This is an optimization exercise on Yosys and OpenROAD, whose aim is small area, not a production implementation.
In this exercise RTL edits were held to simulation tests only and were not proved equivalent to the original.
Power and IR drop assume default switching activity.

## sdr_rx
module sdr_rx (
    input wire clk,
    input wire reset,
    input wire signed [9:0] adc_in,
    input wire [1:0] dr,
    input wire [25:0] frq,
    input wire [3:0] cic_shf,
    input wire ns_ena,
    input wire [2:0] demod_type,
    output wire [6:0] sathld,
    output wire diag,
    output wire valid,
    output wire signed [15:0] l_out,
    output wire signed [15:0] r_out
);
For scale: ~11,000 cells after synthesis, about 3,200 flip-flops, ~89 I/O pins, roughly 0.12 mm^2 of cells after synthesis.
export LEC_CHECK = 0
export ABC_AREA = 1
export CAP_MARGIN = 20
export CORE_MARGIN = 2
export CORE_UTILIZATION = 35
export SLEW_MARGIN = 20
export SYNTH_MEMORY_MAX_BITS = 32768
create_clock -name core_clock -period 12.5 [get_ports {clk}]
standard.sh (not shown) runs the stock make flow with config.mk's settings and CLKGATE_MAP_FILE= SYNTH_SCRIPT=/design/flow/synth_recipe.tcl, a recipe that flattens the netlist after the stock synthesis.
==> flow/flow/run.sh <==
#!/bin/bash
# Layout flow: the standard flow (standard.sh) with two changes.
#  1. Synthesis maps the logic with an area-oriented ABC script
#     (flow/abc_area_map.script) in place of ORFS's; the rest of synthesis
#     (synth_recipe.tcl and ORFS's synth.tcl) is unchanged, so the registers
#     are the standard synthesis's.
#  2. Clock tree synthesis clusters up to 28 sinks within 90 um per leaf
#     buffer (clkbuf_16), uses clkbuf_4 above the leaves and inserts no
#     dummy loads.
# Logs: synth.log (synthesis), standard.log (the rest, via standard.sh);
# ORFS's own per-step logs are under orfs/logs.
set -euo pipefail
W=$(pwd)

# ORFS's synth.tcl, with our ABC script in place of the one ABC_AREA picks
sed 's#^source \$::env(SCRIPTS_DIR)/synth_preamble.tcl$#&\nset abc_args [lreplace $abc_args 1 1 '"$W"'/flow/abc_area_map.script]#' \
    "$FLOW_HOME/scripts/synth.tcl" > "$W/synth_custom.tcl"
grep -q 'abc_area_map.script' "$W/synth_custom.tcl"
sed 's#^source \$::env(SCRIPTS_DIR)/synth.tcl$#source '"$W"'/synth_custom.tcl#' synth_recipe.tcl > "$W/synth_recipe_custom.tcl"
grep -q 'synth_custom.tcl' "$W/synth_recipe_custom.tcl"

# standard.sh's make command, with our synthesis script, for synthesis only
MK=$(grep -m1 '^make -C' standard.sh)
MK=${MK%\"\$\{@:-finish\}\"}
MK=$(echo "$MK" | sed "s#SYNTH_SCRIPT=[^ ]*#SYNTH_SCRIPT=$W/synth_recipe_custom.tcl#")
eval "$MK synth" > synth.log 2>&1

# the rest of the standard flow
export CTS_ARGS="-sink_clustering_enable -repair_clock_nets -sink_clustering_size 28 -sink_clustering_max_diameter 90 -sink_clustering_buffer sky130_fd_sc_hd__clkbuf_16 -buf_list sky130_fd_sc_hd__clkbuf_4 -dont_use_dummy_load"
bash standard.sh > standard.log 2>&1
==> flow/flow/abc_area_map.script <==
strash
balance
rewrite
refactor
balance
rewrite
rewrite -z
balance
refactor -z
rewrite -z
balance
dch
amap
topo
stime -c
buffer -c
upsize -c
dnsize -c
The starting point completed without violations.
Change:
--- a/flow/design.v
+++ b/flow/design.v
@@ -3278,29 +3278,32 @@
 	end
     reg [ASZ-OSZ-HSZ-1:0] low_pipe;
     always @(posedge clk)
         low_pipe <= il3[LSZ-1:ASZ-OSZ];
     wire [OSZ-1:0] integrator_top = {ih3, low_pipe};
 	reg [OSZ-1:0] acc;
 	reg [OSZ-1:0] dly0, dly1, dly2, dly3;
     wire [OSZ-1:0] aop = ena_out ? integrator_top : acc;
     wire [OSZ-1:0] dif;
     rca #(.W(OSZ)) u_c(.a(aop), .b(~dly0), .ci(1'b1), .s(dif), .co());
-    wire shift = ena_out | stp[0] | stp[1] | stp[2];
+    wire shift = ena_out | stp[0] | stp[1] | stp[2];    
 	always @(posedge clk)
 	begin
         if(shift)
             acc <= dif;
-		if(shift | reset)
+		if(reset == 1'b1)
+		begin
+            dly0 <= 0; dly1 <= 0; dly2 <= 0; dly3 <= 0;
+		end
+		else if(shift)
         begin
-            dly0 <= dly1; dly1 <= dly2; dly2 <= dly3;
-            dly3 <= aop & {OSZ{~reset}};
+            dly0 <= dly1; dly1 <= dly2; dly2 <= dly3; dly3 <= aop;
         end
 	end
     assign y = acc;
 endmodule
 module fir8dec_par #(
 	parameter isz = 16,					 
 	          osz = 16,					 
               csz = 16,                  
               agrw = 3                   
 )
@@ -3362,23 +3365,32 @@
         $readmemh("fir8dec_coeff.hex", coeff_rom);
     end
     wire [7:0] c_addr = {d + 5'd2, 3'b000} - {5'd0, jcnt};
     wire [7:0] c_mirror = 8'd245 - c_addr;
     wire [6:0] c_fold = (c_addr <= 8'd122) ? c_addr[6:0] : c_mirror[6:0];
     wire c_zero = (c_addr >= 8'd246);
     reg signed [csz-1:0] c_data;
     reg init, emit;
     always @(posedge clk)
     begin
-        c_data <= (lc & ~c_zero) ? coeff_rom[{1'b0, c_fold}] : {csz{1'b0}};
-        init <= lc & (fst | (c_addr == 8'd0));
-        emit <= lc & (c_addr == 8'd4);
+        if(reset == 1'b1)
+        begin
+            c_data <= {csz{1'b0}};
+            init <= 1'b0;
+            emit <= 1'b0;
+        end
+        else
+        begin
+            c_data <= (lc & ~c_zero) ? coeff_rom[{1'b0, c_fold}] : {csz{1'b0}};
+            init <= lc & (fst | (c_addr == 8'd0));
+            emit <= lc & (c_addr == 8'd4);
+        end
     end
     reg signed [asz-1:0] iring[0:31];
     reg signed [asz-1:0] qring[0:31];
     wire signed [asz-1:0] ibase = init ? rnd_const : iring[0];
     wire signed [asz-1:0] qbase = init ? rnd_const : qring[0];
     integer n;
     always @(posedge clk)
     begin
         for(n=0;n<31;n=n+1)
         begin
@@ -4566,21 +4578,21 @@
 	input [1:0] dr,
 	input [fsz-1:0] frq,
     input [3:0] cic_shf,
     input ns_ena,
     output reg [6:0] sathld,
     output valid,
     output signed [osz-1:0] i_out, q_out,
     output diag
 );
 	reg [gsz-1:0] drate;
-	always @(*)
+	always @(posedge clk)
 		case(dr)
 			2'b00: drate = 8'd255;		 
 			2'b01: drate = 8'd127;		 
 			2'b10: drate = 8'd63;		 
 			2'b11: drate = 8'd32;		 
 			default: drate = 8'd255;
 		endcase
     reg [gsz-1:0] dcnt;
     reg ena_cic;
     wire ena_pre = (dcnt == 0);      
Result: The changed run produced a clean layout. Setup slack is better by 0.23 ns. Cell area stays flat. Critical path depth grows by 2. Routed wire length grows by a few percent. Hold slack is worse by 0.11 ns. Register-to-register slack is better by 0.23 ns. Clock-buffer cell count shrinks by 2. Die area is about the same. Via count grows by a few percent. First-iteration DRC count grows by about a fifth. Core utilization shrinks by 0.24 points. Sequential share of layout area shrinks by 1.2 points. Sequential power shrinks by roughly a tenth. Total power shrinks by a few percent.

## separate check: timing with driven ports
In the flow no input, the clock included, has a driving cell. The finished layouts below were timed again as built, in two steps.
Step 1 assumes that a clkbuf_16 drives the clock port and a buf_2 every other input.
Step 2 times the ports against the registers' clock, not the clock port: input delays grow and output delays shrink by t, the midpoint of the rising clock arrivals with the driver on.
Slacks: ideal / step 1 / step 2; pairs: ideal / step 1.
run	shift t [ns]	slack for setup (ns)	worst setup path at the end
the first run	1.424	0.817 / 0.817 / 0.817	register to register
the second run	1.414	1.051 / 1.051 / 0.673	input to register
After both steps every run listed still meets setup and hold. For the second run, which loses most, drivers alone change the setup slack by 0.000 ns; drivers and shift together by -0.378 ns.
